What follows belongs to an exercise in optimizing a design on an open flow for small area, a short achievable clock period and few clock cycles; a production flow would make more cautious choices. Function was checked by simulation only, so behaviour that the tests miss may differ from the original. Power figures rest on the tool's default switching activity, not on a simulated workload.

==> design/flow/design.v <==
`default_nettype none
module dcim_colsum (
    input  wire         clk,
    input  wire [127:0] x,
    input  wire [10:0]  nb,
    output wire [10:0]  res
);
    reg p1_0;
    reg p1_1;
    reg p1_2;
    reg p1_3;
    reg p1_4;
    reg p1_5;
    reg p1_6;
    reg p1_7;
    reg p1_8;
    reg p1_9;
    reg p1_10;
    reg p1_11;
    reg p1_12;
    reg p1_13;
    reg p1_14;
    reg p1_15;
    reg p1_16;
    reg p1_17;
    reg p1_18;
    reg p1_19;
    reg p1_20;
    reg p1_21;
    reg p1_22;
    reg p1_23;
    reg p1_24;
    reg p1_25;
    reg p1_26;
    reg p1_27;
    reg p1_28;
    reg p1_29;
    reg p1_30;
    reg p1_31;
    reg p1_32;
    reg p1_33;
    reg p1_34;
    reg p1_35;
    reg p1_36;
    reg p1_37;
    reg p1_38;
    reg p1_39;
    reg p1_40;
    reg p2_41;
    reg p2_42;
    reg p2_43;
    reg p2_44;
    reg p2_45;
    reg p2_46;
    reg p2_47;
    reg p2_48;
    reg p2_49;
    reg p2_50;
    reg p2_51;
    reg p2_52;
    reg p2_53;
    reg p2_54;
    reg p2_55;
    reg p2_56;
    reg p2_57;
    reg p2_58;
    reg p2_59;
    reg p2_60;
    reg p2_61;
    reg p2_62;
    wire s1 = x[0] ^ x[1] ^ x[2];
    wire k2 = (x[0] & x[1]) | (x[0] & x[2]) | (x[1] & x[2]);
    wire s3 = x[3] ^ x[4] ^ x[5];
    wire k4 = (x[3] & x[4]) | (x[3] & x[5]) | (x[4] & x[5]);
    wire s5 = x[6] ^ x[7] ^ x[8];
    wire k6 = (x[6] & x[7]) | (x[6] & x[8]) | (x[7] & x[8]);
    wire s7 = x[9] ^ x[10] ^ x[11];
    wire k8 = (x[9] & x[10]) | (x[9] & x[11]) | (x[10] & x[11]);
    wire s9 = x[12] ^ x[13] ^ x[14];
    wire k10 = (x[12] & x[13]) | (x[12] & x[14]) | (x[13] & x[14]);
    wire s11 = x[15] ^ x[16] ^ x[17];
    wire k12 = (x[15] & x[16]) | (x[15] & x[17]) | (x[16] & x[17]);
    wire s13 = x[18] ^ x[19] ^ x[20];
    wire k14 = (x[18] & x[19]) | (x[18] & x[20]) | (x[19] & x[20]);
    wire s15 = x[21] ^ x[22] ^ x[23];
    wire k16 = (x[21] & x[22]) | (x[21] & x[23]) | (x[22] & x[23]);
    wire s17 = x[24] ^ x[25] ^ x[26];
    wire k18 = (x[24] & x[25]) | (x[24] & x[26]) | (x[25] & x[26]);
    wire s19 = x[27] ^ x[28] ^ x[29];
    wire k20 = (x[27] & x[28]) | (x[27] & x[29]) | (x[28] & x[29]);
    wire s21 = x[32] ^ x[33] ^ x[34];
    wire k22 = (x[32] & x[33]) | (x[32] & x[34]) | (x[33] & x[34]);
    wire s23 = x[35] ^ x[36] ^ x[37];
    wire k24 = (x[35] & x[36]) | (x[35] & x[37]) | (x[36] & x[37]);
    wire s25 = x[38] ^ x[39] ^ x[40];
    wire k26 = (x[38] & x[39]) | (x[38] & x[40]) | (x[39] & x[40]);
    wire s27 = x[41] ^ x[42] ^ x[43];
    wire k28 = (x[41] & x[42]) | (x[41] & x[43]) | (x[42] & x[43]);
    wire s29 = x[44] ^ x[45] ^ x[46];
    wire k30 = (x[44] & x[45]) | (x[44] & x[46]) | (x[45] & x[46]);
    wire s31 = x[47] ^ x[48] ^ x[49];
    wire k32 = (x[47] & x[48]) | (x[47] & x[49]) | (x[48] & x[49]);
    wire s33 = x[50] ^ x[51] ^ x[52];
    wire k34 = (x[50] & x[51]) | (x[50] & x[52]) | (x[51] & x[52]);
    wire s35 = x[53] ^ x[54] ^ x[55];
    wire k36 = (x[53] & x[54]) | (x[53] & x[55]) | (x[54] & x[55]);
    wire s37 = x[56] ^ x[57] ^ x[58];
    wire k38 = (x[56] & x[57]) | (x[56] & x[58]) | (x[57] & x[58]);
    wire s39 = x[59] ^ x[60] ^ x[61];
    wire k40 = (x[59] & x[60]) | (x[59] & x[61]) | (x[60] & x[61]);
    wire s41 = x[64] ^ x[65] ^ x[66];
    wire k42 = (x[64] & x[65]) | (x[64] & x[66]) | (x[65] & x[66]);
    wire s43 = x[67] ^ x[68] ^ x[69];
    wire k44 = (x[67] & x[68]) | (x[67] & x[69]) | (x[68] & x[69]);
    wire s45 = x[70] ^ x[71] ^ x[72];
    wire k46 = (x[70] & x[71]) | (x[70] & x[72]) | (x[71] & x[72]);
    wire s47 = x[73] ^ x[74] ^ x[75];
    wire k48 = (x[73] & x[74]) | (x[73] & x[75]) | (x[74] & x[75]);
    wire s49 = x[76] ^ x[77] ^ x[78];
    wire k50 = (x[76] & x[77]) | (x[76] & x[78]) | (x[77] & x[78]);
    wire s51 = x[79] ^ x[80] ^ x[81];
    wire k52 = (x[79] & x[80]) | (x[79] & x[81]) | (x[80] & x[81]);
    wire s53 = x[82] ^ x[83] ^ x[84];
    wire k54 = (x[82] & x[83]) | (x[82] & x[84]) | (x[83] & x[84]);
    wire s55 = x[85] ^ x[86] ^ x[87];
    wire k56 = (x[85] & x[86]) | (x[85] & x[87]) | (x[86] & x[87]);
    wire s57 = x[88] ^ x[89] ^ x[90];
    wire k58 = (x[88] & x[89]) | (x[88] & x[90]) | (x[89] & x[90]);
    wire s59 = x[91] ^ x[92] ^ x[93];
    wire k60 = (x[91] & x[92]) | (x[91] & x[93]) | (x[92] & x[93]);
    wire s61 = x[96] ^ x[97] ^ x[98];
    wire k62 = (x[96] & x[97]) | (x[96] & x[98]) | (x[97] & x[98]);
    wire s63 = x[99] ^ x[100] ^ x[101];
    wire k64 = (x[99] & x[100]) | (x[99] & x[101]) | (x[100] & x[101]);
    wire s65 = x[102] ^ x[103] ^ x[104];
    wire k66 = (x[102] & x[103]) | (x[102] & x[104]) | (x[103] & x[104]);
    wire s67 = x[105] ^ x[106] ^ x[107];
    wire k68 = (x[105] & x[106]) | (x[105] & x[107]) | (x[106] & x[107]);
    wire s69 = x[108] ^ x[109] ^ x[110];
    wire k70 = (x[108] & x[109]) | (x[108] & x[110]) | (x[109] & x[110]);
    wire s71 = x[111] ^ x[112] ^ x[113];
    wire k72 = (x[111] & x[112]) | (x[111] & x[113]) | (x[112] & x[113]);
    wire s73 = x[114] ^ x[115] ^ x[116];
    wire k74 = (x[114] & x[115]) | (x[114] & x[116]) | (x[115] & x[116]);
    wire s75 = x[117] ^ x[118] ^ x[119];
    wire k76 = (x[117] & x[118]) | (x[117] & x[119]) | (x[118] & x[119]);
    wire s77 = x[120] ^ x[121] ^ x[122];
    wire k78 = (x[120] & x[121]) | (x[120] & x[122]) | (x[121] & x[122]);
    wire s79 = x[123] ^ x[124] ^ x[125];
    wire k80 = (x[123] & x[124]) | (x[123] & x[125]) | (x[124] & x[125]);
    wire s81 = s1 ^ s3 ^ s5;
    wire k82 = (s1 & s3) | (s1 & s5) | (s3 & s5);
    wire s83 = s7 ^ s9 ^ s11;
    wire k84 = (s7 & s9) | (s7 & s11) | (s9 & s11);
    wire s85 = s13 ^ s15 ^ s17;
    wire k86 = (s13 & s15) | (s13 & s17) | (s15 & s17);
    wire s87 = s19 ^ x[30] ^ x[31];
    wire k88 = (s19 & x[30]) | (s19 & x[31]) | (x[30] & x[31]);
    wire s89 = k2 ^ k4 ^ k6;
    wire k90 = (k2 & k4) | (k2 & k6) | (k4 & k6);
    wire s91 = k8 ^ k10 ^ k12;
    wire k92 = (k8 & k10) | (k8 & k12) | (k10 & k12);
    wire s93 = k14 ^ k16 ^ k18;
    wire k94 = (k14 & k16) | (k14 & k18) | (k16 & k18);
    wire s95 = k20 ^ s21 ^ s23;
    wire k96 = (k20 & s21) | (k20 & s23) | (s21 & s23);
    wire s97 = s25 ^ s27 ^ s29;
    wire k98 = (s25 & s27) | (s25 & s29) | (s27 & s29);
    wire s99 = s31 ^ s33 ^ s35;
    wire k100 = (s31 & s33) | (s31 & s35) | (s33 & s35);
    wire s101 = s37 ^ s39 ^ x[62];
    wire k102 = (s37 & s39) | (s37 & x[62]) | (s39 & x[62]);
    wire s103 = k22 ^ k24 ^ k26;
    wire k104 = (k22 & k24) | (k22 & k26) | (k24 & k26);
    wire s105 = k28 ^ k30 ^ k32;
    wire k106 = (k28 & k30) | (k28 & k32) | (k30 & k32);
    wire s107 = k34 ^ k36 ^ k38;
    wire k108 = (k34 & k36) | (k34 & k38) | (k36 & k38);
    wire s109 = k40 ^ s41 ^ s43;
    wire k110 = (k40 & s41) | (k40 & s43) | (s41 & s43);
    wire s111 = s45 ^ s47 ^ s49;
    wire k112 = (s45 & s47) | (s45 & s49) | (s47 & s49);
    wire s113 = s51 ^ s53 ^ s55;
    wire k114 = (s51 & s53) | (s51 & s55) | (s53 & s55);
    wire s115 = s57 ^ s59 ^ x[94];
    wire k116 = (s57 & s59) | (s57 & x[94]) | (s59 & x[94]);
    wire s117 = k42 ^ k44 ^ k46;
    wire k118 = (k42 & k44) | (k42 & k46) | (k44 & k46);
    wire s119 = k48 ^ k50 ^ k52;
    wire k120 = (k48 & k50) | (k48 & k52) | (k50 & k52);
    wire s121 = k54 ^ k56 ^ k58;
    wire k122 = (k54 & k56) | (k54 & k58) | (k56 & k58);
    wire s123 = k60 ^ s61 ^ s63;
    wire k124 = (k60 & s61) | (k60 & s63) | (s61 & s63);
    wire s125 = s65 ^ s67 ^ s69;
    wire k126 = (s65 & s67) | (s65 & s69) | (s67 & s69);
    wire s127 = s71 ^ s73 ^ s75;
    wire k128 = (s71 & s73) | (s71 & s75) | (s73 & s75);
    wire s129 = s77 ^ s79 ^ x[126];
    wire k130 = (s77 & s79) | (s77 & x[126]) | (s79 & x[126]);
    wire s131 = k62 ^ k64 ^ k66;
    wire k132 = (k62 & k64) | (k62 & k66) | (k64 & k66);
    wire s133 = k68 ^ k70 ^ k72;
    wire k134 = (k68 & k70) | (k68 & k72) | (k70 & k72);
    wire s135 = k74 ^ k76 ^ k78;
    wire k136 = (k74 & k76) | (k74 & k78) | (k76 & k78);
    wire s137 = s81 ^ s83 ^ s85;
    wire k138 = (s81 & s83) | (s81 & s85) | (s83 & s85);
    wire s139 = k82 ^ k84 ^ k86;
    wire k140 = (k82 & k84) | (k82 & k86) | (k84 & k86);
    wire s141 = k88 ^ s89 ^ s91;
    wire k142 = (k88 & s89) | (k88 & s91) | (s89 & s91);
    wire s143 = s93 ^ s95 ^ s97;
    wire k144 = (s93 & s95) | (s93 & s97) | (s95 & s97);
    wire s145 = s99 ^ s101 ^ x[63];
    wire k146 = (s99 & s101) | (s99 & x[63]) | (s101 & x[63]);
    wire s147 = k90 ^ k92 ^ k94;
    wire k148 = (k90 & k92) | (k90 & k94) | (k92 & k94);
    wire s149 = k96 ^ k98 ^ k100;
    wire k150 = (k96 & k98) | (k96 & k100) | (k98 & k100);
    wire s151 = k102 ^ s103 ^ s105;
    wire k152 = (k102 & s103) | (k102 & s105) | (s103 & s105);
    wire s153 = s107 ^ s109 ^ s111;
    wire k154 = (s107 & s109) | (s107 & s111) | (s109 & s111);
    wire s155 = s113 ^ s115 ^ x[95];
    wire k156 = (s113 & s115) | (s113 & x[95]) | (s115 & x[95]);
    wire s157 = k104 ^ k106 ^ k108;
    wire k158 = (k104 & k106) | (k104 & k108) | (k106 & k108);
    wire s159 = k110 ^ k112 ^ k114;
    wire k160 = (k110 & k112) | (k110 & k114) | (k112 & k114);
    wire s161 = k116 ^ s117 ^ s119;
    wire k162 = (k116 & s117) | (k116 & s119) | (s117 & s119);
    wire s163 = s121 ^ s123 ^ s125;
    wire k164 = (s121 & s123) | (s121 & s125) | (s123 & s125);
    wire s165 = s127 ^ s129 ^ x[127];
    wire k166 = (s127 & s129) | (s127 & x[127]) | (s129 & x[127]);
    wire s167 = k118 ^ k120 ^ k122;
    wire k168 = (k118 & k120) | (k118 & k122) | (k120 & k122);
    wire s169 = k124 ^ k126 ^ k128;
    wire k170 = (k124 & k126) | (k124 & k128) | (k126 & k128);
    wire s171 = k130 ^ s131 ^ s133;
    wire k172 = (k130 & s131) | (k130 & s133) | (s131 & s133);
    wire s173 = k132 ^ k134 ^ k136;
    wire k174 = (k132 & k134) | (k132 & k136) | (k134 & k136);
    wire s175 = p1_0 ^ p1_1 ^ nb[1];
    wire k176 = (p1_0 & p1_1) | (p1_0 & nb[1]) | (p1_1 & nb[1]);
    wire s177 = p1_2 ^ p1_3 ^ p1_4;
    wire k178 = (p1_2 & p1_3) | (p1_2 & p1_4) | (p1_3 & p1_4);
    wire s179 = p1_5 ^ p1_6 ^ nb[2];
    wire k180 = (p1_5 & p1_6) | (p1_5 & nb[2]) | (p1_6 & nb[2]);
    wire s181 = p1_7 ^ p1_8 ^ p1_9;
    wire k182 = (p1_7 & p1_8) | (p1_7 & p1_9) | (p1_8 & p1_9);
    wire s183 = p1_10 ^ p1_11 ^ p1_12;
    wire k184 = (p1_10 & p1_11) | (p1_10 & p1_12) | (p1_11 & p1_12);
    wire s185 = p1_13 ^ p1_14 ^ p1_15;
    wire k186 = (p1_13 & p1_14) | (p1_13 & p1_15) | (p1_14 & p1_15);
    wire s187 = p1_16 ^ p1_17 ^ p1_18;
    wire k188 = (p1_16 & p1_17) | (p1_16 & p1_18) | (p1_17 & p1_18);
    wire s189 = p1_19 ^ p1_20 ^ p1_21;
    wire k190 = (p1_19 & p1_20) | (p1_19 & p1_21) | (p1_20 & p1_21);
    wire s191 = p1_22 ^ p1_23 ^ p1_24;
    wire k192 = (p1_22 & p1_23) | (p1_22 & p1_24) | (p1_23 & p1_24);
    wire s193 = p1_26 ^ p1_27 ^ p1_28;
    wire k194 = (p1_26 & p1_27) | (p1_26 & p1_28) | (p1_27 & p1_28);
    wire s195 = p1_29 ^ p1_30 ^ p1_31;
    wire k196 = (p1_29 & p1_30) | (p1_29 & p1_31) | (p1_30 & p1_31);
    wire s197 = p1_32 ^ p1_33 ^ p1_34;
    wire k198 = (p1_32 & p1_33) | (p1_32 & p1_34) | (p1_33 & p1_34);
    wire s199 = p1_36 ^ p1_37 ^ p1_38;
    wire k200 = (p1_36 & p1_37) | (p1_36 & p1_38) | (p1_37 & p1_38);
    wire s201 = k176 ^ s177 ^ s179;
    wire k202 = (k176 & s177) | (k176 & s179) | (s177 & s179);
    wire s203 = k178 ^ k180 ^ s181;
    wire k204 = (k178 & k180) | (k178 & s181) | (k180 & s181);
    wire s205 = s183 ^ s185 ^ nb[3];
    wire k206 = (s183 & s185) | (s183 & nb[3]) | (s185 & nb[3]);
    wire s207 = k182 ^ k184 ^ k186;
    wire k208 = (k182 & k184) | (k182 & k186) | (k184 & k186);
    wire s209 = s187 ^ s189 ^ s191;
    wire k210 = (s187 & s189) | (s187 & s191) | (s189 & s191);
    wire s211 = k188 ^ k190 ^ k192;
    wire k212 = (k188 & k190) | (k188 & k192) | (k190 & k192);
    wire s213 = s193 ^ s195 ^ s197;
    wire k214 = (s193 & s195) | (s193 & s197) | (s195 & s197);
    wire s215 = k194 ^ k196 ^ k198;
    wire k216 = (k194 & k196) | (k194 & k198) | (k196 & k198);
    wire s217 = s199 ^ p1_39 ^ nb[6];
    wire k218 = (s199 & p1_39) | (s199 & nb[6]) | (p1_39 & nb[6]);
    wire s219 = k200 ^ p1_40 ^ nb[7];
    wire k220 = (k200 & p1_40) | (k200 & nb[7]) | (p1_40 & nb[7]);
    wire s221 = k202 ^ s203 ^ s205;
    wire k222 = (k202 & s203) | (k202 & s205) | (s203 & s205);
    wire s223 = k204 ^ k206 ^ s207;
    wire k224 = (k204 & k206) | (k204 & s207) | (k206 & s207);
    wire s225 = s209 ^ p1_25 ^ nb[4];
    wire k226 = (s209 & p1_25) | (s209 & nb[4]) | (p1_25 & nb[4]);
    wire s227 = k208 ^ k210 ^ s211;
    wire k228 = (k208 & k210) | (k208 & s211) | (k210 & s211);
    wire s229 = s213 ^ p1_35 ^ nb[5];
    wire k230 = (s213 & p1_35) | (s213 & nb[5]) | (p1_35 & nb[5]);
    wire s231 = k212 ^ k214 ^ s215;
    wire k232 = (k212 & k214) | (k212 & s215) | (k214 & s215);
    wire s233 = k216 ^ k218 ^ s219;
    wire k234 = (k216 & k218) | (k216 & s219) | (k218 & s219);
    wire s235 = p2_45 ^ p2_46 ^ p2_47;
    wire k236 = (p2_45 & p2_46) | (p2_45 & p2_47) | (p2_46 & p2_47);
    wire s237 = p2_48 ^ p2_49 ^ p2_50;
    wire k238 = (p2_48 & p2_49) | (p2_48 & p2_50) | (p2_49 & p2_50);
    wire s239 = p2_52 ^ p2_53 ^ p2_54;
    wire k240 = (p2_52 & p2_53) | (p2_52 & p2_54) | (p2_53 & p2_54);
    wire s241 = p2_58 ^ p2_59 ^ p2_60;
    wire k242 = (p2_58 & p2_59) | (p2_58 & p2_60) | (p2_59 & p2_60);
    wire s243 = k236 ^ s237 ^ p2_51;
    wire k244 = (k236 & s237) | (k236 & p2_51) | (s237 & p2_51);
    wire s245 = k238 ^ s239 ^ p2_55;
    wire k246 = (k238 & s239) | (k238 & p2_55) | (s239 & p2_55);
    wire s247 = k240 ^ p2_56 ^ p2_57;
    wire k248 = (k240 & p2_56) | (k240 & p2_57) | (p2_56 & p2_57);
    always @(posedge clk) begin
        p1_0 <= s137;
        p1_1 <= s87;
        p1_2 <= k138;
        p1_3 <= s139;
        p1_4 <= s141;
        p1_5 <= s143;
        p1_6 <= s145;
        p1_7 <= k140;
        p1_8 <= k142;
        p1_9 <= k144;
        p1_10 <= k146;
        p1_11 <= s147;
        p1_12 <= s149;
        p1_13 <= s151;
        p1_14 <= s153;
        p1_15 <= s155;
        p1_16 <= k148;
        p1_17 <= k150;
        p1_18 <= k152;
        p1_19 <= k154;
        p1_20 <= k156;
        p1_21 <= s157;
        p1_22 <= s159;
        p1_23 <= s161;
        p1_24 <= s163;
        p1_25 <= s165;
        p1_26 <= k158;
        p1_27 <= k160;
        p1_28 <= k162;
        p1_29 <= k164;
        p1_30 <= k166;
        p1_31 <= s167;
        p1_32 <= s169;
        p1_33 <= s171;
        p1_34 <= s135;
        p1_35 <= k80;
        p1_36 <= k168;
        p1_37 <= k170;
        p1_38 <= k172;
        p1_39 <= s173;
        p1_40 <= k174;
        p2_41 <= nb[0];
        p2_42 <= s175;
        p2_43 <= s201;
        p2_44 <= s221;
        p2_45 <= k222;
        p2_46 <= s223;
        p2_47 <= s225;
        p2_48 <= k224;
        p2_49 <= k226;
        p2_50 <= s227;
        p2_51 <= s229;
        p2_52 <= k228;
        p2_53 <= k230;
        p2_54 <= s231;
        p2_55 <= s217;
        p2_56 <= k232;
        p2_57 <= s233;
        p2_58 <= k234;
        p2_59 <= k220;
        p2_60 <= nb[8];
        p2_61 <= nb[9];
        p2_62 <= nb[10];
    end
    wire [10:0] row0 = {p2_62, k242, k248, k246, k244, s243, s235, p2_44, p2_43, p2_42, p2_41};
    wire [10:0] row1 = {1'b0, p2_61, s241, s247, s245, 1'b0, 1'b0, 1'b0, 1'b0, 1'b0, 1'b0};
    assign res = row0 + row1;
endmodule
`default_nettype none
`timescale 1ns / 1ps
module tinymoa_dcim (
    input clk,
    input nrst,
    output reg        mmio_ready,
    input             mmio_write,
    input      [31:0] mmio_wdata,
    input             mmio_read,
    output     [31:0] mmio_rdata,
    input      [5:0]  mmio_addr,
    input      [31:0] mem_rdata,
    output     [31:0] mem_wdata,
    output reg        mem_write,
    output reg        mem_read,
    output reg [9:0]  mem_addr
);
    reg        cfg_reload;
    reg [2:0]  cfg_prec;
    reg [9:0]  cfg_wbase;
    reg [9:0]  cfg_abase;
    reg [9:0]  cfg_rbase;
    reg [5:0]  cfg_n;
    reg        busy;
    reg        done;
    reg [9:0]  rdata_q;           
    assign mmio_rdata = {22'd0, rdata_q};
    wire [3:0] reg_idx = mmio_addr[5:2];
    wire       start   = mmio_write && (reg_idx == 4'd0) && mmio_wdata[0] && !busy;
    always @(posedge clk or negedge nrst) begin
        if (!nrst) begin
            cfg_reload <= 1'b1;
            cfg_prec   <= 3'd1;
            cfg_wbase  <= 10'h180;
            cfg_abase  <= 10'h1A0;
            cfg_rbase  <= 10'h1B0;
            cfg_n      <= 6'd32;
            mmio_ready <= 1'b0;
        end else begin
            mmio_ready <= mmio_write | mmio_read;
            if (mmio_write) begin
                case (reg_idx)
                    4'd0: {cfg_reload, cfg_prec} <= mmio_wdata[4:1];
                    4'd2: cfg_wbase <= mmio_wdata[9:0];
                    4'd3: cfg_abase <= mmio_wdata[9:0];
                    4'd4: cfg_rbase <= mmio_wdata[9:0];
                    4'd5: cfg_n     <= mmio_wdata[5:0];
                    default: ;
                endcase
            end
        end
    end
    always @(posedge clk) begin
        case (reg_idx)
            4'd0: rdata_q <= {5'd0, cfg_reload, cfg_prec, 1'b0};
            4'd1: rdata_q <= {8'd0, done, busy};
            4'd2: rdata_q <= cfg_wbase;
            4'd3: rdata_q <= cfg_abase;
            4'd4: rdata_q <= cfg_rbase;
            4'd5: rdata_q <= {4'd0, cfg_n};
            default: rdata_q <= 10'd0;
        endcase
    end
    reg [4:0] rs, nph, rr;
    always @(posedge clk) begin
        rs  <= rs + 5'd1;
        nph <= 5'd0 - rs;
        rr  <= 5'd0 - (rs + 5'd3);
    end
    wire [31:0] rot0 = rs[0] ? {mem_rdata[30:0], mem_rdata[31]} : mem_rdata;
    wire [31:0] rot1 = rs[1] ? {rot0[29:0], rot0[31:30]}         : rot0;
    wire [31:0] rot2 = rs[2] ? {rot1[27:0], rot1[31:28]}         : rot1;
    wire [31:0] rot3 = rs[3] ? {rot2[23:0], rot2[31:24]}         : rot2;
    wire [31:0] rot  = rs[4] ? {rot3[15:0], rot3[31:16]}         : rot3;
    reg [3:0] tag0;
    reg [3:0] ld_act;
    reg       ld_row;
    reg [31:0] T [0:31];
    reg [31:0] A [0:3];
    reg [31:0] V;
    genvar gx, gp;
    generate
        for (gx = 1; gx < 32; gx = gx + 1) begin : g_torus
            always @(posedge clk)
                T[gx] <= {T[gx-1][30:0], T[gx-1][31] & V[gx-1]};
        end
        for (gp = 0; gp < 4; gp = gp + 1) begin : g_act
            always @(posedge clk)
                A[gp] <= ld_act[gp] ? rot : {A[gp][30:0], A[gp][31]};
        end
    endgenerate
    always @(posedge clk)
        T[0] <= ld_row ? rot : {T[31][30:0], T[31][31] & V[31]};
    always @(posedge clk or negedge nrst) begin
        if (!nrst) V <= 32'd0;
        else       V <= {V[30:0], V[31] | ld_row};
    end
    reg  [3:0]   plane_en;
    reg  [10:0]  nb;             
    wire [127:0] xb;
    genvar gj;
    generate
        for (gj = 0; gj < 32; gj = gj + 1) begin : g_x
            wire w = T[gj][0];
            assign xb[gj]      = plane_en[0] & ~(w ^ A[0][gj]);
            assign xb[32 + gj] = plane_en[1] & ~(w ^ A[1][gj]);
            assign xb[64 + gj] = plane_en[2] & ~(w ^ A[2][gj]);
            assign xb[96 + gj] = plane_en[3] & ~(w ^ A[3][gj]);
        end
    endgenerate
    wire [10:0] res;
    dcim_colsum u_sum (.clk(clk), .x(xb), .nb(nb), .res(res));
    reg [10:0] wdata_q;
    reg        sign_q;
    assign mem_wdata = {{11{sign_q}}, {10{wdata_q[10]}}, wdata_q};
    reg [10:0] nsh;
    always @(posedge clk) begin
        nsh <= {5'd0, cfg_n} << cfg_prec;
        nb  <= {5'd0, cfg_n} - nsh;
    end
    localparam S_IDLE = 3'd0;
    localparam S_ACT  = 3'd1;
    localparam S_ROW  = 3'd2;
    localparam S_WAIT = 3'd3;
    localparam S_COMP = 3'd4;
    reg [2:0] state;
    reg [4:0] cnt;
    reg [1:0] pm1;               
    reg       rl;                
    reg       va, vb;            
    reg       la, lb;            
    wire [4:0] cb = nph + 5'd2;  
    wire [1:0] st_p   = mmio_wdata[2:1] - 2'd1;
    wire       row_ld = ({1'b0, rr} < cfg_n);
    always @(posedge clk or negedge nrst) begin
        if (!nrst) begin
            state     <= S_IDLE;
            cnt       <= 5'd0;
            busy      <= 1'b0;
            done      <= 1'b0;
            mem_read  <= 1'b0;
            mem_write <= 1'b0;
            tag0      <= 4'd0;
            ld_act    <= 4'd0;
            ld_row    <= 1'b0;
            va        <= 1'b0;
            vb        <= 1'b0;
            la        <= 1'b0;
            lb        <= 1'b0;
        end else begin
            mem_read  <= 1'b0;
            tag0      <= 4'd0;
            ld_act    <= {tag0[3] & ~tag0[2] & (tag0[1:0] == 2'd3),
                          tag0[3] & ~tag0[2] & (tag0[1:0] == 2'd2),
                          tag0[3] & ~tag0[2] & (tag0[1:0] == 2'd1),
                          tag0[3] & ~tag0[2] & (tag0[1:0] == 2'd0)};
            ld_row    <= tag0[3] & tag0[2] & tag0[0];
            va        <= (state == S_COMP);
            la        <= (state == S_COMP) && (cnt == 5'd31);
            vb        <= va;
            lb        <= la;
            mem_write <= vb && ({1'b0, cb} < cfg_n);
            cnt       <= cnt + 5'd1;
            case (state)
                S_IDLE: begin
                    cnt      <= 5'd1;
                    mem_read <= !busy;
                    if (start) begin
                        busy      <= 1'b1;
                        done      <= 1'b0;
                        ld_act[0] <= 1'b1;
                        if (st_p != 2'd0) begin
                            mem_read <= 1'b1;
                            tag0     <= 4'b1001;
                            cnt      <= 5'd2;
                            if (st_p != 2'd1)
                                state <= S_ACT;
                            else begin
                                state <= mmio_wdata[4] ? S_ROW : S_WAIT;
                                cnt   <= 5'd0;
                            end
                        end else if (mmio_wdata[4]) begin
                            mem_read <= row_ld;
                            tag0     <= {3'b110, row_ld};
                            state    <= S_ROW;
                        end else begin
                            mem_read <= 1'b0;
                            state    <= S_WAIT;
                        end
                    end
                end
                S_ACT: begin
                    mem_read <= 1'b1;
                    tag0     <= {2'b10, cnt[1:0]};
                    if (cnt[1:0] == pm1) begin
                        state <= rl ? S_ROW : S_WAIT;
                        cnt   <= 5'd0;
                    end
                end
                S_ROW: begin
                    mem_read <= row_ld;
                    tag0     <= {3'b110, row_ld};
                    if (cnt == 5'd31) state <= S_WAIT;
                end
                S_WAIT: begin
                    if (cnt[0]) begin
                        state <= S_COMP;
                        cnt   <= 5'd0;
                    end
                end
                S_COMP: begin
                    if (cnt == 5'd31) state <= S_IDLE;
                end
                default: state <= S_IDLE;
            endcase
            if (lb) begin
                busy <= 1'b0;
                done <= 1'b1;
            end
        end
    end
    always @(posedge clk) begin
        if (state == S_IDLE) begin
            plane_en <= {mmio_wdata[3:1] > 3'd3, mmio_wdata[3:1] > 3'd2,
                         mmio_wdata[3:1] > 3'd1, mmio_wdata[3:1] > 3'd0};
            pm1      <= st_p;
            rl       <= mmio_wdata[4];
        end
        wdata_q <= res;
        sign_q  <= res[10] & res[9];
        if (vb)
            mem_addr <= cfg_rbase + {5'd0, cb};
        else if (state == S_ROW || (start && st_p == 2'd0))
            mem_addr <= cfg_wbase + {5'd0, rr};
        else if (state == S_ACT || start)
            mem_addr <= cfg_abase + {8'd0, cnt[1:0]};
        else if (mmio_write && reg_idx == 4'd3)
            mem_addr <= mmio_wdata[9:0];
        else
            mem_addr <= cfg_abase;
    end
endmodule
==> design/flow/run.sh <==
#!/bin/bash
# synth_recipe.tcl (not shown) runs the flow's synth.tcl, then flattens the netlist and writes it again
# the make line also repeats each setting of config.mk as NAME=value (left out here)
make -C /OpenROAD-flow-scripts/flow DESIGN_CONFIG=/design/flow/config.mk WORK_HOME=/design/flow/orfs CLKGATE_MAP_FILE= SYNTH_SCRIPT=/design/flow/synth_recipe.tcl finish
==> design/flow/config.mk <==
export PLATFORM = sky130hd
export DESIGN_NAME = tinymoa_dcim
export DESIGN_NICKNAME = tinymoa_dcim
export VERILOG_FILES = /design/flow/design.v
export SDC_FILE = /design/flow/constraint.sdc
export NUM_CORES = 4
export LEC_CHECK = 0
export CAP_MARGIN = 20
export CORE_MARGIN = 2
export CORE_UTILIZATION = 70
export CTS_CLUSTER_DIAMETER = 100
export CTS_CLUSTER_SIZE = 25
export SETUP_SLACK_MARGIN = 4.75
export SLEW_MARGIN = 20
==> design/flow/constraint.sdc <==
create_clock -name core_clock -period 7.5 [get_ports {clk}]
set_input_delay 1.5000 -clock core_clock [delete_from_list [all_inputs] [get_ports {clk}]]
set_output_delay 1.5000 -clock core_clock [all_outputs]
set_load 0.01 [all_outputs]
==> results_dict.tcl, run 1 <==
set metrics [dict create \
    pwr_density_cell_nw_per_um2 365 \
    syn_area_um2 41100 \
    fin_area_um2 45200 \
    async_reset_ff_frac 0.0707 \
    ys_seq_area_frac 0.690 \
    cts_tree "done" \
    multi_input_area_um2 12000 \
    r2r_slack_ns 4.70 \
    clk_path_buf_depth 3 \
    setup_viol 0 \
    dieArea_um2 60600 \
    worst_path_max_delay_cell "dfxtp_4" \
    track_usage 0.324 \
    hold-path-cell-count 0 \
    place_hpwl_mm 54.7 \
    power.leakage_nw 18.7 \
    comb_power_share 0.239 \
    grt-ovfl-total 0 \
    reg2reg_to "u_sum.p1_12$_DFF_P_" \
    yosysUniqueCellTypes 77 \
    n_fill_cell 3023 \
    grt_first_pass_wirelength_mm 146 \
    postCtsHoldBufs 0 \
    place_area_um2 42400 \
    cp-end-kind "output port" \
    switchingPower_w 0.00518 \
    fp.coreArea_um2 57800 \
    vias 22700 \
    synth_top_cell_by_area "dfxtp_1" \
    fin_crit_sh 0.391 \
    final_util 0.783 \
    grt_pass1_vias 23800 \
    rsz0062_at_grt "true" \
    cp_max_fo 5 \
    routabilityCongestion 0.900 \
    power_frac_clock 0.237 \
    final_common_cell "dfxtp_1" \
    hold_violations 0 \
    finalNetCount 3400 \
    cp.arrival_ns 1.43 \
    die_y_um 246 \
    r2r-start "T[20][0]$_DFF_P_" \
    p_sw_frac 0.314 \
    fin_crit_ns 2.93 \
    cts.sinks 1387 \
    cp_cell_sequence "buf_6, buf_6, buf_6" \
    p_int_w 0.0113 \
    skew_ns 0.0622 \
    min_to "T[8][10]$_DFF_P_" \
    drive_gt1_frac 0.158 \
    h-tree-depth 2 \
    cp-startpoint "wdata_q[10]$_DFF_P_" \
    hold_class "reg2reg" \
    synth-edff-count 7 \
    ys_ff_latch 1387 \
    syn_avg_cell_area_um2 13.3 \
    seqCellArea_um2 28400 \
    seqPwrFrac 0.524 \
    status "timing/DRC/antenna clean" \
    cts_buffers 61 \
    criticalPathCategory "reg2out" \
    root_buffer "clkbuf_16" \
    dieWidth_um 246 \
    first_pass_iters 6 \
    min_from "T[7][9]$_DFF_P_" \
    grt_max_degree 65 \
    ir_drop_v 0.000350 \
    start_kind "flip-flop" \
    rows 88 \
    critPathMaxStageDelay_ns 0.38 \
    synthTopCellsByArea "dfxtp_1 63%, fa_1 6.3%, dfrtp_1 5.2%" \
    worst_slew_pin_slew_ns 0.942 \
    slew_headroom 0.372 \
    place_ws_ns 3.08 \
    synth_top_area_frac 0.625 \
    wl_per_cell_um 25.3 \
    final_cell_mix "1,254 x dfxtp_1, 197 x nor2_1, 172 x inv_1" \
    cap_violations 0 \
    initial_core_util 0.710 \
    clock_latency_ns 0.70 \
    syn_to_final_growth_pct 10.2 \
    max_freq_mhz 341 \
    crit_required_ns 6.00 \
    antenna_found_initial 6 \
    wirelength_mm 99.8 \
    drt_iter0_markers 2527 \
    drc_errors 0 \
    synth_warnings 4 \
    fin_ws_ns 4.57 \
    slew_viol_final 0 \
    r2r_cells 7 \
    fin_tns_setup_ns 0 \
    drt-vias-per-instance 5.74 \
    crit_top_cell "buf_6" \
    syn_inst 3076 \
    synth_ff_type "dfxtp_1" \
    detail-route-antenna-nets 0 \
    clkSlewWorstSetupHoldPaths_ns 0.11 \
    pin_count 151 \
    port_buffers 104 \
]
## area by class of cell
cell class | instances | share of cell area
sequential | 1387 | 0.628
timing repair buffer | 159 | 0.0334
clock buffer | 86 | 0.0363
clock inverter | 4 | 0.00194
antenna | 3 | 0.000166
timing repair inverter | 1 | 0.000166
inverter | 175 | 0.0147
multi-input combinational | 1368 | 0.265
tap | 765 | 0.0212
## cells in the mapped netlist, types with 8 or more instances
library cell,n
a211oi_1,8
a21o_1,12
a21oi_1,92
a21oi_2,94
a221oi_1,16
a221oi_2,9
a222oi_1,8
a22o_1,17
and2_1,88
buf_1,8
buf_2,10
buf_4,44
clkbuf_1,100
dfrtp_1,86
dfstp_2,12
dfxtp_1,1282
fa_1,129
ha_1,44
inv_1,174
mux2_2,59
mux2_4,16
mux2i_1,56
nand2_1,141
nand2b_1,9
nand3_1,9
nor2_1,201
nor2b_1,10
nor3_1,10
o21ai_0,41
o22ai_1,17
xnor2_1,157
xor2_1,14
## registers in the layout, summed over array words and instances, names as in the netlist, 2 cells and up
name / flops
cfg_n: 6
nb: 11
nsh: 11
mem_addr: 10
cfg_wbase: 10
cnt: 5
T: 1024
A: 128
ld_act: 4
pm1: 2
rr: 5
plane_en: 4
nph: 5
cfg_prec: 3
state: 3
cfg_abase: 10
rdata_q: 10
rs: 3
cfg_rbase: 10
V: 32
wdata_q: 11
tag0: 4
## worst max path at each step
stage	to	cells after the start
6_report	mem_wdata[11]	3
5_1_grt	mem_wdata[11]	3
4_1_cts	mem_wdata[16]	3
3_5_place_dp	mem_addr[3]$_DFF_P_	7
3_3_place_gp	mem_addr[3]$_DFF_P_	7
2_1_floorplan	mem_addr[3]$_DFF_P_	6
## layer usage
layer,vias up,wire length [µm],GRT usage
met3,416,7420,0.0570
li1,9904,-,-
met1,11200,38000,0.410
met4,4,5880,0.149
met2,1186,48400,0.544
met5,-,26,0
## metrics by stage
step,std cells,power (W),hold WS (ns)
2_1_floorplan,3097,0.0108,0.310
4_1_cts,3936,0.0161,0.295
5_1_grt,3945,0.0170,0.309
6_report,3948,0.0165,0.302
3_5_place_dp,3810,0.0120,0.312
3_3_place_gp,3810,0.0118,0.310
## kinds of logic (layout without fill, tap and decap cells)
group,Yosys count,count (layout),share of synthesized area
buffers and inverters,342,425,0.0372
muxes,139,139,0.0389
other,1,25,0.0000913
AOI/OAI and AO/OA,369,369,0.0660
DFF,1387,1387,0.690
adders and majority gates,173,173,0.0763
and+or+nand+nor,494,494,0.0547
xor gates and xnor gates,171,171,0.0365
## power by group through the flow
stage               logic (W)  registers, W  clock network (W)
floorplan             0.00219       0.00858                  0
global placement      0.00303       0.00872                  0
detailed placement    0.00318       0.00878                  0
CTS                   0.00362       0.00861            0.00384
global route          0.00418       0.00870            0.00416
finish                0.00395       0.00865            0.00392
## critical path, delay by kind of cell (launching register included)
kind	cells	cell delay, ns
buffers and inverters	3	0.38
flip-flops	1	0.38
## timing repair
item                       in CTS  in global routing
pin swaps                      19                  9
gates cloned                    1                  0
resized for setup             391                 61
setup buffers                  35                  9
setup endpoints to repair     290                178
Testbench counts, summed over its fixed seeds: cycles 17,601.
==> run 2: changes to the inputs <==
==> design/flow/flow/run.sh (new file) <==
#!/bin/bash
# Layout flow: the standard layout (standard.sh, unchanged scripts and
# settings), except that the port buffers that global placement inserts are
# sky130_fd_sc_hd__buf_2 cells instead of the cell buffer_ports picks by
# default (a delay cell here). Every port still gets its buffer.
set -euo pipefail
echo 'export BUFFER_PORTS_ARGS = -buffer_cell sky130_fd_sc_hd__buf_2' >> config.mk
bash standard.sh > standard.log 2>&1
==> design/flow/standard.sh (new file) <==
#!/bin/bash
# synth_recipe.tcl (not shown) runs the flow's synth.tcl, then flattens the netlist and writes it again
# the make line also repeats each setting of config.mk as NAME=value (left out here)
make -C /OpenROAD-flow-scripts/flow DESIGN_CONFIG=/design/flow/config.mk WORK_HOME=/design/flow/orfs CLKGATE_MAP_FILE= SYNTH_SCRIPT=/design/flow/synth_recipe.tcl "${@:-finish}"
--- a/design/flow/config.mk
+++ b/design/flow/config.mk
@@ -10,5 +10,6 @@
 export CORE_UTILIZATION = 70
 export CTS_CLUSTER_DIAMETER = 100
 export CTS_CLUSTER_SIZE = 25
-export SETUP_SLACK_MARGIN = 4.75
+export SETUP_SLACK_MARGIN = 4.85
 export SLEW_MARGIN = 20
+export BUFFER_PORTS_ARGS = -buffer_cell sky130_fd_sc_hd__buf_2
removed: design/flow/run.sh
==> results_dict.tcl, run 2 <==
set metrics [dict create \
    fin_ws_ns 4.64 \
    pwr_density_cell_nw_per_um2 370 \
    syn_area_um2 41100 \
    detail-route-antenna-nets 0 \
    start_kind "input pin" \
    cp_max_fo 5 \
    power_frac_clock 0.230 \
    seqPwrFrac 0.523 \
    synth_most_common_cell "dfxtp_1" \
    first_pass_iters 8 \
    p_sw_frac 0.317 \
    largest_reg_flops 1024 \
    cp.arrival_ns 3.39 \
    syn_to_final_growth_pct 9.23 \
    cp-end-kind "flip-flop" \
    fp.coreArea_um2 57800 \
    dieArea_um2 60600 \
    yosysUniqueCellTypes 77 \
    hold_class "reg2reg" \
    port_buffers 104 \
    worst_slew_pin_slew_ns 0.981 \
    synth_warnings 4 \
    grt_first_pass_wirelength_mm 142 \
    grt_pass1_vias 23300 \
    cts.sinks 1387 \
    wirelength_mm 99.3 \
    ys_ff_latch 1387 \
    synth_top_area_frac 0.625 \
    n_fill_cell 3086 \
    skew_ns 0.0428 \
    dieWidth_um 246 \
    synth_top_cell_by_area "dfxtp_1" \
    drt-vias-per-instance 5.66 \
    ir_drop_v 0.000320 \
    slew_headroom 0.346 \
    final_cell_mix "1,242 x dfxtp_1, 198 x nor2_1, 159 x inv_1" \
    root_buffer "clkbuf_16" \
    comb_power_share 0.248 \
    fin_crit_sh 0.381 \
    cts_buffers 61 \
    place_hpwl_mm 55.6 \
    status "timing/DRC/antenna clean" \
    synth_ff_type "dfxtp_1" \
    max_freq_mhz 350 \
    routabilityCongestion 0.901 \
    cap_violations 0 \
    clock_latency_ns 0.68 \
    fin_tns_setup_ns 0 \
    synth.top_cells.by_count "1,282 x dfxtp_1, 201 x nor2_1, 174 x inv_1" \
    pin_count 151 \
    drc_errors 0 \
    async_reset_ff_frac 0.0707 \
    syn_avg_cell_area_um2 13.3 \
    synth-edff-count 7 \
    wl_per_cell_um 25.1 \
    slew_viol_final 0 \
    synthTopCellsByArea "dfxtp_1 63%, fa_1 6.3%, dfrtp_1 5.2%" \
    vias 22400 \
    largest_register "T" \
    power.leakage_nw 18.6 \
    syn_inst 3076 \
    crit_required_ns 8.03 \
    grt-ovfl-total 0 \
    setup_viol 0 \
    postCtsHoldBufs 0 \
    h-tree-depth 2 \
    p_int_w 0.0113 \
    initial_core_util 0.710 \
    drive_gt1_frac 0.187 \
    switchingPower_w 0.00526 \
    place_ws_ns 3.60 \
    ys_seq_area_frac 0.690 \
    top_regs "T (1024), A (128), V (32)" \
    grt_max_degree 65 \
    rows 88 \
    final_common_cell "dfxtp_1" \
    track_usage 0.314 \
    clk_path_buf_depth 3 \
    antenna_found_initial 8 \
    clkSlewWorstSetupHoldPaths_ns 0.12 \
    drt_iter0_markers 1901 \
    criticalPathCategory "in2reg" \
    fin_crit_ns 2.86 \
    cts_tree "done" \
    hold_violations 0 \
    die_y_um 246 \
    finalNetCount 3413 \
    rsz0062_at_grt "true" \
]
## run 2: cell counts after synthesis
No cell type changed its count.
## run 2: routing by layer
metal,wire (µm),GRT usage
met2,47700,0.520
met4,6160,0.157
met1,38300,0.398
met3,7080,0.0560
met5,70,0
## run 2: layout make-up
class / instances / area (µm²) / share of cell area
repair buffers: 173 / 1430 / 0.0319
clock buffers: 84 / 1630 / 0.0364
inverters: 175 / 657 / 0.0146
clock inverters: 2 / 31.3 / 0.000697
diodes: 2 / 5.00 / 0.000112
well taps: 765 / 957 / 0.0213
flip-flops and latches: 1387 / 28400 / 0.633
multi-input cells: 1368 / 11700 / 0.262
## run 2: path summary, 6_finish.rpt
path / slack (ns) / depth (start not counted) / from / to
setup reg to reg: 4.70 / 7 / rs[3]$_DFF_P_ / A[1][29]$_DFF_P_
hold / removal: 0.31 / 0 / T[2][29]$_DFF_P_ / T[3][30]$_DFF_P_
hold reg to reg: 0.31 / 0 / T[2][29]$_DFF_P_ / T[3][30]$_DFF_P_
max in group asynchronous: 5.30 / 2 / nrst / ld_row$_DFF_PN0_
setup / recovery: 4.64 / 7 / mem_rdata[11] / A[1][29]$_DFF_P_
min in group asynchronous: 0.78 / 1 / nrst / cfg_wbase[9]$_DFFE_PN0P_
## run 2: worst max-delay path, cell delays in order
cell and delay [ns]:
buf_2 0.10, mux2_2 0.21, o22ai_1 0.10, a221oi_1 0.37, mux2i_1 0.17, mux2_2 0.44, a21oi_1 0.49
## run 2: through the flow
step	total power, W	util	cell area [µm²]	instances	hold WS (ns)
after floorplan	0.0108	-	41400	3097	0.310
after global placement	0.0117	0.729	42100	3812	0.310
after detailed placement	0.0119	0.729	42100	3812	0.312
after CTS	0.0160	0.767	44400	3927	0.328
after global routing	0.0171	0.776	44800	3955	0.314
final	0.0166	0.776	44900	3956	0.315
## run 2: what timing repair did
item | CTS | global route
cloned | 1 | 2
setup buffers | 28 | 25
setup endpoints to repair | 265 | 136
pin swaps | 17 | 33
resized for setup | 76 | 85
## run 2: cell families after synthesis
logic type	share of synthesized area
compound gates	0.0660
xor+xnor	0.0365
fa+ha+maj	0.0763
buf+inv	0.0372
flops	0.690
mux	0.0389
other cells	0.0000913
simple gates	0.0547
## run 2: power groups by stage
stage	Combinational [W]	Clock (W)	Sequential, W
6_report	0.00410	0.00381	0.00866
5_1_grt	0.00430	0.00408	0.00871
4_1_cts	0.00359	0.00377	0.00862
3_5_place_dp	0.00317	0	0.00878
3_3_place_gp	0.00295	0	0.00873
2_1_floorplan	0.00222	0	0.00858
==> run 3: changes to the inputs <==
--- a/design/flow/config.mk
+++ b/design/flow/config.mk
@@ -8,8 +8,8 @@
 export CAP_MARGIN = 20
 export CORE_MARGIN = 2
 export CORE_UTILIZATION = 70
-export CTS_CLUSTER_DIAMETER = 100
+export CTS_CLUSTER_DIAMETER = 200
 export CTS_CLUSTER_SIZE = 25
-export SETUP_SLACK_MARGIN = 4.85
+export SETUP_SLACK_MARGIN = 4.75
 export SLEW_MARGIN = 20
 export BUFFER_PORTS_ARGS = -buffer_cell sky130_fd_sc_hd__buf_2
==> results_dict.tcl, run 3 <==
set metrics [dict create \
    status "timing/DRC/antenna clean" \
    rows 88 \
    pwr_density_cell_nw_per_um2 362 \
    worst_path_max_delay_cell "dfxtp_4" \
    clkSlewWorstSetupHoldPaths_ns 0.09 \
    cp-end-kind "output port" \
    fin_tns_setup_ns 0 \
    synth_most_common_cell "dfxtp_1" \
    first_pass_iters 9 \
    fin_crit_ns 2.78 \
    start_kind "flip-flop" \
    rsz0062_at_grt "true" \
    cp_max_fo 11 \
    grt_pass1_vias 22800 \
    largest_register "T" \
    met2_length_mm 45.7 \
    worst_slew_pin_slew_ns 0.931 \
    synth_top_area_frac 0.625 \
    cap_violations 0 \
    detail-route-antenna-nets 0 \
    drive_gt1_frac 0.147 \
    yosysUniqueCellTypes 77 \
    finalNonFillerCells 3918 \
    synth_ff_type "dfxtp_1" \
    synth_warnings 4 \
    slew_viol_final 0 \
    seqCellArea_um2 28400 \
    top_regs "T (1024), A (128), V (32)" \
    synth_top_cell_by_area "dfxtp_1" \
    cp_cell_sequence "buf_2" \
    criticalPathCategory "reg2out" \
    largest_reg_flops 1024 \
    hold_violations 0 \
    ys_ff_latch 1387 \
    final_common_cell "dfxtp_1" \
    wirelength_mm 92.4 \
    slew_headroom 0.379 \
    syn_area_um2 41100 \
    diodes 0 \
    port_buffers 104 \
    grt_max_degree 65 \
    ys_seq_area_frac 0.690 \
    final_cell_mix "1,264 x dfxtp_1, 198 x nor2_1, 172 x inv_1" \
    syn_inst 3076 \
    fp.coreArea_um2 57800 \
    dieWidth_um 246 \
    drt_iter0_markers 1931 \
    multi_input_area_um2 11400 \
    grt_first_pass_wirelength_mm 136 \
    h-tree-depth 2 \
    vias 21800 \
    synth-edff-count 7 \
    critPathTopFamily "flip-flops" \
    pin_count 151 \
    initial_core_util 0.710 \
    syn_avg_cell_area_um2 13.3 \
    drt-vias-per-instance 5.56 \
    critPathMaxStageDelay_ns 0.42 \
    place_hpwl_mm 55.2 \
    cp_num_buf_inv 1 \
    fin_crit_sh 0.371 \
    place_area_um2 41900 \
    drc_errors 0 \
    cts_tree "done" \
    wl_met1_mm 36.8 \
    clk_path_buf_depth 3 \
    dieArea_um2 60600 \
    setup_viol 0 \
    route.met3.wl_mm 5.61 \
    async_reset_ff_frac 0.0707 \
    skew_ns 0.0671 \
    max_freq_mhz 359 \
    n_fill_cell 3163 \
    hold_class "reg2reg" \
    cp.arrival_ns 1.28 \
    root_buffer "clkbuf_16" \
    cts_buffers 61 \
    die_y_um 246 \
    fin_area_um2 44000 \
    grt-ovfl-total 0 \
    placed_cells 3809 \
    synth.top_cells.by_count "1,282 x dfxtp_1, 201 x nor2_1, 174 x inv_1" \
    ir_drop_v 0.000380 \
    power.leakage_nw 18.2 \
    wl_per_cell_um 23.6 \
    cts.sinks 1387 \
    synthTopCellsByArea "dfxtp_1 63%, fa_1 6.3%, dfrtp_1 5.2%" \
    clock_latency_ns 0.71 \
    crit_required_ns 6.00 \
    syn_to_final_growth_pct 7.15 \
    top_layer_used "met4" \
    antenna_found_initial 3 \
    finalNetCount 3378 \
    track_usage 0.298 \
    routabilityCongestion 0.872 \
]
==> run 3: cell counts after synthesis <==
No cell type changed its count.
==> run 3: worst paths after layout <==
| kind | startpoint | to | slack (ns) | depth (start not counted) |
|---|---|---|---|---|
| worst min-delay path | T[7][9]$_DFF_P_ | T[8][10]$_DFF_P_ | 0.28 | 0 |
| worst max register to register | T[6][0]$_DFF_P_ | u_sum.p1_5$_DFF_P_ | 4.75 | 6 |
| max in group asynchronous | nrst | V[10]$_DFF_PN0_ | 5.37 | 2 |
| worst max-delay path | wdata_q[10]$_DFF_P_ | mem_wdata[17] | 4.72 | 1 |
| worst min register to register | T[7][9]$_DFF_P_ | T[8][10]$_DFF_P_ | 0.28 | 0 |
| min in group asynchronous | nrst | cfg_abase[6]$_DFFE_PN0P_ | 0.84 | 1 |
==> run 3: where the power goes <==
| part | total, W | switching (W) | leakage, nW | internal (W) |
|---|---|---|---|---|
| sequential | 0.00862 | 0.000510 | 11.7 | 0.00811 |
| combinational | 0.00350 | 0.00208 | 5.69 | 0.00141 |
| clock | 0.00379 | 0.00228 | 0.810 | 0.00152 |
| total | 0.0159 | 0.00487 | 18.2 | 0.0110 |
==> run 3: cell families (layout without fill, tap and decap cells) <==
group / after synthesis / after routing / share of synthesized area
xor gates and xnor gates: 171 / 171 / 0.0365
and+or+nand+nor: 494 / 494 / 0.0547
muxes: 139 / 139 / 0.0389
adders and majority gates: 173 / 173 / 0.0763
DFF: 1387 / 1387 / 0.690
AOI/OAI and AO/OA: 369 / 369 / 0.0660
other: 1 / 22 / 0.0000913
buffers and inverters: 342 / 398 / 0.0372
==> run 3: timing repair <==
item / in CTS / in global routing
hold endpoints to repair: 0 / 0
pin swaps: 3 / 9
gates resized for setup: 18 / 25
gates cloned: 0 / 1
buffers inserted: 17 / 6
setup endpoints to repair: 229 / 64
hold buffers: 0 / 0
==> run 3: layout make-up <==
cell class              count  share of cell area
inverters                 175              0.0149
multi-input cells        1368               0.259
clock buffers              81              0.0364
flip-flops and latches   1387               0.645
well taps                 765              0.0218
repair buffers            138              0.0207
clock inverters             4             0.00188
==> run 3: through the flow <==
step / power (W) / utilization / hold slack [ns] / setup WS (ns)
global route: 0.0165 / 0.761 / 0.283 / 4.67
CTS: 0.0157 / 0.759 / 0.281 / 4.68
floorplan: 0.0108 / - / 0.310 / 4.43
finish: 0.0159 / 0.761 / 0.278 / 4.72
global placement: 0.0116 / 0.725 / 0.310 / 3.62
detailed placement: 0.0118 / 0.725 / 0.312 / 3.57
==> run 3: per-layer routing <==
layer,GRT usage,vias to the layer above
met5,0,-
met4,0.120,0
met3,0.0446,291
met2,0.507,872
met1,0.386,10800
li1,-,9835
==> run 4: changes to the inputs <==
--- a/design/flow/design.v
+++ b/design/flow/design.v
@@ -449,8 +449,11 @@
         endcase
     end
     reg [4:0] rs, nph, rr;
+    always @(posedge clk or negedge nrst) begin
+        if (!nrst) rs <= 5'd0;
+        else       rs <= rs + 5'd1;
+    end
     always @(posedge clk) begin
-        rs  <= rs + 5'd1;
         nph <= 5'd0 - rs;
         rr  <= 5'd0 - (rs + 5'd3);
     end
--- a/design/flow/config.mk
+++ b/design/flow/config.mk
@@ -12,4 +12,5 @@
 export CTS_CLUSTER_SIZE = 25
 export SETUP_SLACK_MARGIN = 4.75
 export SLEW_MARGIN = 20
+export TNS_END_PERCENT = 10
 export BUFFER_PORTS_ARGS = -buffer_cell sky130_fd_sc_hd__buf_2
==> results_dict.tcl, run 4 <==
set metrics [dict create \
    initial_core_util 0.710 \
    reg2reg_to "T[0][29]$_DFF_P_" \
    syn_area_um2 41100 \
    clk_path_buf_depth 3 \
    postCtsHoldBufs 0 \
    start_kind "input pin" \
    synth_top_cell_by_area "dfxtp_1" \
    final_util 0.758 \
    ir_drop_v 0.000327 \
    place_ws_ns 3.64 \
    grt_pass1_vias 23200 \
    grt_first_pass_wirelength_mm 139 \
    pin_count 151 \
    cp-end-kind "flip-flop" \
    yosysUniqueCellTypes 81 \
    final_common_cell "dfxtp_1" \
    critPathMaxStageDelay_ns 0.44 \
    cts.sinks 1389 \
    synth_most_common_cell "dfxtp_1" \
    ys_seq_area_frac 0.691 \
    fin_tns_setup_ns 0 \
    top_regs "T (1024), A (128), V (32)" \
    max_freq_mhz 348 \
    detail-route-antenna-nets 0 \
    setup_viol 0 \
    worst_slew_pin_slew_ns 0.919 \
    cp_max_fo 5 \
    track_usage 0.307 \
    async_reset_ff_frac 0.0742 \
    drt-vias-per-instance 5.65 \
    clock_latency_ns 0.72 \
    cts_tree "done" \
    multi_input_area_um2 11400 \
    fin_crit_sh 0.383 \
    rows 88 \
    wirelength_mm 95.7 \
    cp-startpoint "mem_rdata[1]" \
    synth-edff-count 7 \
    skew_ns 0.0695 \
    routabilityCongestion 0.892 \
    vias 22200 \
    total_power_w 0.0159 \
    wl_per_cell_um 24.4 \
    hold_violations 0 \
    grt-ovfl-total 0 \
    slew_headroom 0.385 \
    clkSlewWorstSetupHoldPaths_ns 0.10 \
    min_from "T[10][13]$_DFF_P_" \
    hold-path-cell-count 0 \
    r2r_cells 6 \
    status "timing/DRC/antenna clean" \
    die_y_um 246 \
    antenna_found_initial 8 \
    finalNetCount 3387 \
    place_hpwl_mm 55.8 \
    seqCellArea_um2 28400 \
    grt_max_degree 65 \
    cts_buffers 61 \
    power.leakage_nw 18.4 \
    largest_register "T" \
    slew_viol_final 0 \
    root_buffer "clkbuf_16" \
    pwr_density_cell_nw_per_um2 363 \
    crit_required_ns 8.09 \
    synthTopCellsByArea "dfxtp_1 62%, fa_1 6.3%, dfrtp_1 5.5%" \
    placed_cells 3830 \
    h-tree-depth 2 \
    synth_top_area_frac 0.623 \
    min_to "T[11][14]$_DFF_P_" \
    r2r-start "rs[3]$_DFF_PN0_" \
    syn_inst 3095 \
    synth.top_cells.by_count "1,279 x dfxtp_1, 201 x nor2_1, 176 x inv_1" \
    synth_warnings 4 \
    r2r_slack_ns 4.67 \
    largest_reg_flops 1024 \
    drive_gt1_frac 0.133 \
    n_fill_cell 3253 \
    synth_ff_type "dfxtp_1" \
    final_cell_mix "1,276 x dfxtp_1, 200 x nor2_1, 176 x inv_1" \
    cp.arrival_ns 3.46 \
    cp_cell_sequence "buf_2, mux2_2, o22ai_1, o21ai_0, o21ai_0, mux2_2, a21oi_1" \
    fin_crit_ns 2.87 \
    drc_errors 0 \
    hold_class "reg2reg" \
    drt_iter0_markers 2181 \
    fp.coreArea_um2 57900 \
    first_pass_iters 6 \
    worst_path_max_delay_cell "o21ai_0" \
    criticalPathCategory "in2reg" \
    cap_violations 0 \
    port_buffers 104 \
    syn_to_final_growth_pct 6.68 \
    dieArea_um2 60700 \
    fin_ws_ns 4.63 \
    dieWidth_um 246 \
    rsz0062_at_grt "true" \
    syn_avg_cell_area_um2 13.3 \
    finalNonFillerCells 3928 \
    ys_ff_latch 1389 \
]
[run 4: changes by cell type in the layout (fill, tap and decap cells not counted), sizes merged, moves of 4 or more]
| cell | change |
|---|---|
| o22ai | +16 |
| mux2 | -4 |
| xor2 | +5 |
| a221o | +5 |
| buf | -11 |
| mux2i | -8 |
| dfrtp | +5 |
| xnor2 | -8 |
| nand2 | +5 |
| o21ai | +27 |
| a22o | -11 |
| a221oi | -6 |
[run 4: kinds of logic after synthesis]
family,Yosys count,share of synthesized area
flip-flops,1389,0.691
AND/OR/NAND/NOR,504,0.0565
AO/OA/AOI/OAI,391,0.0666
buffers and inverters,341,0.0371
adder cells (fa/ha/maj),173,0.0762
XOR/XNOR,168,0.0358
multiplexers,128,0.0369
other,1,0.0000912
[run 4: metrics by stage]
stage / hold WS [ns] / cell area [µm²]
after floorplan: 0.310 / 41300
after global placement: 0.310 / 42000
after detailed placement: 0.312 / 42000
after CTS: 0.295 / 43800
after global routing: 0.300 / 43900
final: 0.285 / 43900
[run 4: routing by layer]
metal  vias to the layer above  part of all wire  track usage
li1                       9894                 -            -
met1                     10900              0.39        0.399
met2                      1037              0.48        0.512
met3                       356             0.070       0.0499
met4                         6             0.051        0.138
met5                         -           0.00041            0
[run 4: cell type report]
| cell class | instances | share of cell area |
|---|---|---|
| Antenna cell | 1 | 0.0000570 |
| Clock buffer | 81 | 0.0365 |
| Clock inverter | 4 | 0.00188 |
| Inverter | 177 | 0.0151 |
| Multi-Input combinational cell | 1386 | 0.259 |
| Sequential cell | 1389 | 0.648 |
| Tap cell | 765 | 0.0218 |
| Timing Repair Buffer | 125 | 0.0176 |
[run 4: worst max-delay path by stage]
stage / endpoint / slack (ns) / cells after the start
floorplan: cfg_rbase[9]$_DFFE_PN0P_ / 4.70 / 5
global placement: mem_addr[8]$_DFF_P_ / 3.61 / 7
detailed placement: mem_addr[8]$_DFF_P_ / 3.64 / 7
CTS: A[2][21]$_DFF_P_ / 4.52 / 6
global route: mem_addr[8]$_DFF_P_ / 4.60 / 8
finish: T[0][29]$_DFF_P_ / 4.63 / 7
[run 4: power breakdown]
group / switching [W] / internal [W]
clock network: 0.00231 / 0.00152
registers: 0.000480 / 0.00808
logic: 0.00214 / 0.00139
[run 4: critical path: cells and delay by family]
kind / cells / cell delay [ns]
buffers and inverters: 1 / 0.10
multiplexers: 2 / 0.66
AO/OA/AOI/OAI: 4 / 1.20
[run 4: what timing repair did]
item | in CTS | in global routing
resized for setup | 4 | 12
pin swaps | 0 | 1
gates cloned | 0 | 0
setup buffers | 10 | 2
setup endpoints to repair | 202 | 200
Testbench counts of run 4, summed over its fixed seeds: cycles 17,601.
==> run 5: changes to the inputs <==
--- a/design/flow/config.mk
+++ b/design/flow/config.mk
@@ -12,5 +12,4 @@
 export CTS_CLUSTER_SIZE = 25
 export SETUP_SLACK_MARGIN = 4.75
 export SLEW_MARGIN = 20
-export TNS_END_PERCENT = 10
 export BUFFER_PORTS_ARGS = -buffer_cell sky130_fd_sc_hd__buf_2
==> results_dict.tcl, run 5 <==
set metrics [dict create \
    status "timing/DRC/antenna clean" \
    cp.arrival_ns 3.50 \
    cts.sinks 1389 \
    pin_count 151 \
    fp.coreArea_um2 57900 \
    drt-vias-per-instance 5.65 \
    clk_path_buf_depth 3 \
    yosysUniqueCellTypes 81 \
    criticalPathCategory "reg2reg" \
    dieArea_um2 60700 \
    start_kind "flip-flop" \
    cp-end-kind "flip-flop" \
    hold-path-cell-count 0 \
    track_usage 0.308 \
    synth_ff_type "dfxtp_1" \
    syn_area_um2 41100 \
    grt_pass1_vias 23200 \
    vias 22300 \
    syn_to_final_growth_pct 6.97 \
    async_reset_ff_frac 0.0742 \
    reg2reg_to "u_sum.p1_25$_DFF_P_" \
    antenna_found_initial 8 \
    fin_tns_setup_ns 0 \
    drt_iter0_markers 2236 \
    min_from "T[13][16]$_DFF_P_" \
    rows 88 \
    fin_crit_sh 0.392 \
    ys_ff_latch 1389 \
    worst_path_max_delay_cell "fa_1" \
    crit_required_ns 8.06 \
    ys_seq_area_frac 0.691 \
    detail-route-antenna-nets 0 \
    multi_input_area_um2 11400 \
    largest_register "T" \
    cp_cell_sequence "xnor2_1, nand2_1, fa_1, inv_1, fa_1, fa_1" \
    drive_gt1_frac 0.139 \
    cts_tree "done" \
    clkSlewWorstSetupHoldPaths_ns 0.11 \
    slew_viol_final 0 \
    cap_violations 0 \
    skew_ns 0.0640 \
    hold_class "reg2reg" \
    place_hpwl_mm 56.7 \
    synth_warnings 4 \
    slew_headroom 0.369 \
    seqCellArea_um2 28400 \
    n_fill_cell 3240 \
    grt_first_pass_wirelength_mm 139 \
    min_to "T[14][17]$_DFF_P_" \
    synth_top_cell_by_area "dfxtp_1" \
    drc_errors 0 \
    worst_slew_pin_slew_ns 0.944 \
    critPathMaxStageDelay_ns 0.56 \
    fin_crit_ns 2.94 \
    h-tree-depth 2 \
    root_buffer "clkbuf_16" \
    syn_inst 3095 \
    wirelength_mm 97.8 \
    grt_max_degree 65 \
    synthTopCellsByArea "dfxtp_1 62%, fa_1 6.3%, dfrtp_1 5.5%" \
    port_buffers 104 \
    final_cell_mix "1,271 x dfxtp_1, 200 x nor2_1, 175 x inv_1" \
    wl_per_cell_um 24.8 \
    ir_drop_v 0.000326 \
    synth_top_area_frac 0.623 \
    r2r-start "T[29][0]$_DFF_P_" \
    r2r_cells 6 \
    first_pass_iters 6 \
    crit_top_cell "fa_1" \
    critPathTopFamily "adder cells" \
    initial_core_util 0.710 \
    cts_buffers 61 \
    syn_avg_cell_area_um2 13.3 \
    synth_most_common_cell "dfxtp_1" \
    dieWidth_um 246 \
    synth-edff-count 7 \
    r2r_slack_ns 4.56 \
    cp_num_buf_inv 1 \
    routabilityCongestion 0.904 \
    die_y_um 246 \
    top_regs "T (1024), A (128), V (32)" \
    power.leakage_nw 18.4 \
    pwr_density_cell_nw_per_um2 364 \
    finalNetCount 3392 \
    total_power_w 0.0160 \
    clock_latency_ns 0.70 \
    hold_slack_ns 0.295 \
    hold_violations 0 \
    setup_viol 0 \
    cp_max_fo 5 \
    synth.top_cells.by_count "1,279 x dfxtp_1, 201 x nor2_1, 176 x inv_1" \
    max_freq_mhz 340 \
    rsz0062_at_grt "true" \
    final_common_cell "dfxtp_1" \
    grt-ovfl-total 0 \
    largest_reg_flops 1024 \
]
[run 5: cell counts after synthesis]
Identical to the previous run, type by type.
[run 5: kinds of logic after synthesis]
| logic type | Yosys count | synth area share |
|---|---|---|
| DFF | 1389 | 0.691 |
| and+or+nand+nor | 504 | 0.0565 |
| AOI/OAI and AO/OA | 391 | 0.0666 |
| buffers and inverters | 341 | 0.0371 |
| adders and majority gates | 173 | 0.0762 |
| xor gates and xnor gates | 168 | 0.0358 |
| muxes | 128 | 0.0369 |
| other | 1 | 0.0000912 |
[run 5: routing by layer]
metal | GRT usage | vias to the layer above | routed length (µm)
met2 | 0.508 | 1005 | 47000
met5 | 0 | - | 11
met4 | 0.141 | 2 | 5440
met1 | 0.402 | 11000 | 38600
li1 | - | 9923 | -
met3 | 0.0507 | 361 | 6750
[run 5: worst max path at each step]
stage / slack [ns] / cells past startpoint / startpoint / end
after floorplan: 4.70 / 7 / mmio_addr[4] / mem_addr[6]$_DFF_P_
after global placement: 3.68 / 7 / mmio_addr[3] / mem_addr[8]$_DFF_P_
after detailed placement: 3.65 / 7 / mmio_addr[3] / mem_addr[8]$_DFF_P_
after CTS: 4.70 / 1 / sign_q$_DFF_P_ / mem_wdata[26]
after global routing: 4.55 / 6 / T[29][0]$_DFF_P_ / u_sum.p1_25$_DFF_P_
final: 4.56 / 6 / T[29][0]$_DFF_P_ / u_sum.p1_25$_DFF_P_
[run 5: final cells by class]
cell class              instances  share of cell area
inverters                     177              0.0151
multi-input cells            1386               0.260
diodes                          5            0.000284
clock inverters                 3             0.00142
clock buffers                  86              0.0373
repair buffers                130              0.0183
well taps                     765              0.0218
flip-flops and latches       1389               0.646
[run 5: stage by stage]
| step | setup WS, ns | cells | utilization | instance area [µm²] |
|---|---|---|---|---|
| finish | 4.56 | 3941 | 0.760 | 44000 |
| global route | 4.55 | 3937 | 0.759 | 44000 |
| CTS | 4.70 | 3930 | 0.757 | 43900 |
| detailed placement | 3.65 | 3830 | 0.725 | 42000 |
| global placement | 3.68 | 3830 | 0.725 | 42000 |
| floorplan | 4.70 | 3116 | - | 41300 |
[run 5: repair_timing]
action / 4_1_cts / 5_1_grt
buffers inserted: 11 / 6
pin swaps: 1 / 5
hold buffers: 0 / 0
endpoints found under the hold margin: 0 / 0
setup endpoints to repair: 206 / 49
gates resized for setup: 16 / 20
[run 5: report_power, final]
part | leakage (nW) | total [W] | internal, W | switching [W]
Sequential | 11.7 | 0.00858 | 0.00808 | 0.000493
Clock | 0.818 | 0.00387 | 0.00154 | 0.00232
Combinational | 5.86 | 0.00357 | 0.00142 | 0.00215

==> static timing again, ports no longer ideal <==
The flow's constraints put no driver on any port. The routed layouts listed below were extracted and timed again, unchanged, in two steps. Step 1 (the two cells are an assumption about what drives the block):
set clk [get_ports {clk}]
set_driving_cell -lib_cell sky130_fd_sc_hd__clkbuf_16 $clk
set_driving_cell -lib_cell sky130_fd_sc_hd__buf_2 [delete_from_list [all_inputs] $clk]
Step 2, shift: input delay + t, output delay - t, t = (earliest + latest rising clock arrival at the registers) / 2. This alone moves slack from input paths to output paths. Slacks: ideal / step 1 / step 2; pairs: ideal / step 1.
run | t (ns) | setup WS [ns] | worst hold slack (ns) | clock arrival spread, ns | worst register clock-pin slew, ns
run 1 | 0.728 | 4.570 / 4.506 / 4.001 | 0.302 / 0.302 / 0.302 | 0.068 / 0.067 | 0.12 / 0.12
run 2 | 0.730 | 4.641 / 4.663 / 3.952 | 0.315 / 0.315 / 0.315 | 0.046 / 0.047 | 0.12 / 0.12
run 3 | 0.736 | 4.715 / 4.649 / 4.078 | 0.278 / 0.278 / 0.278 | 0.075 / 0.075 | 0.12 / 0.12
run 4 | 0.752 | 4.628 / 4.613 / 3.915 | 0.285 / 0.285 / 0.285 | 0.084 / 0.084 | 0.12 / 0.12
run 5 | 0.734 | 4.560 / 4.560 / 4.123 | 0.295 / 0.295 / 0.295 | 0.069 / 0.069 | 0.12 / 0.12
After both steps every run listed still meets setup and hold. The setup slack of run 4, which loses most, moves by -0.015 ns with the drivers and by -0.713 ns with both steps.
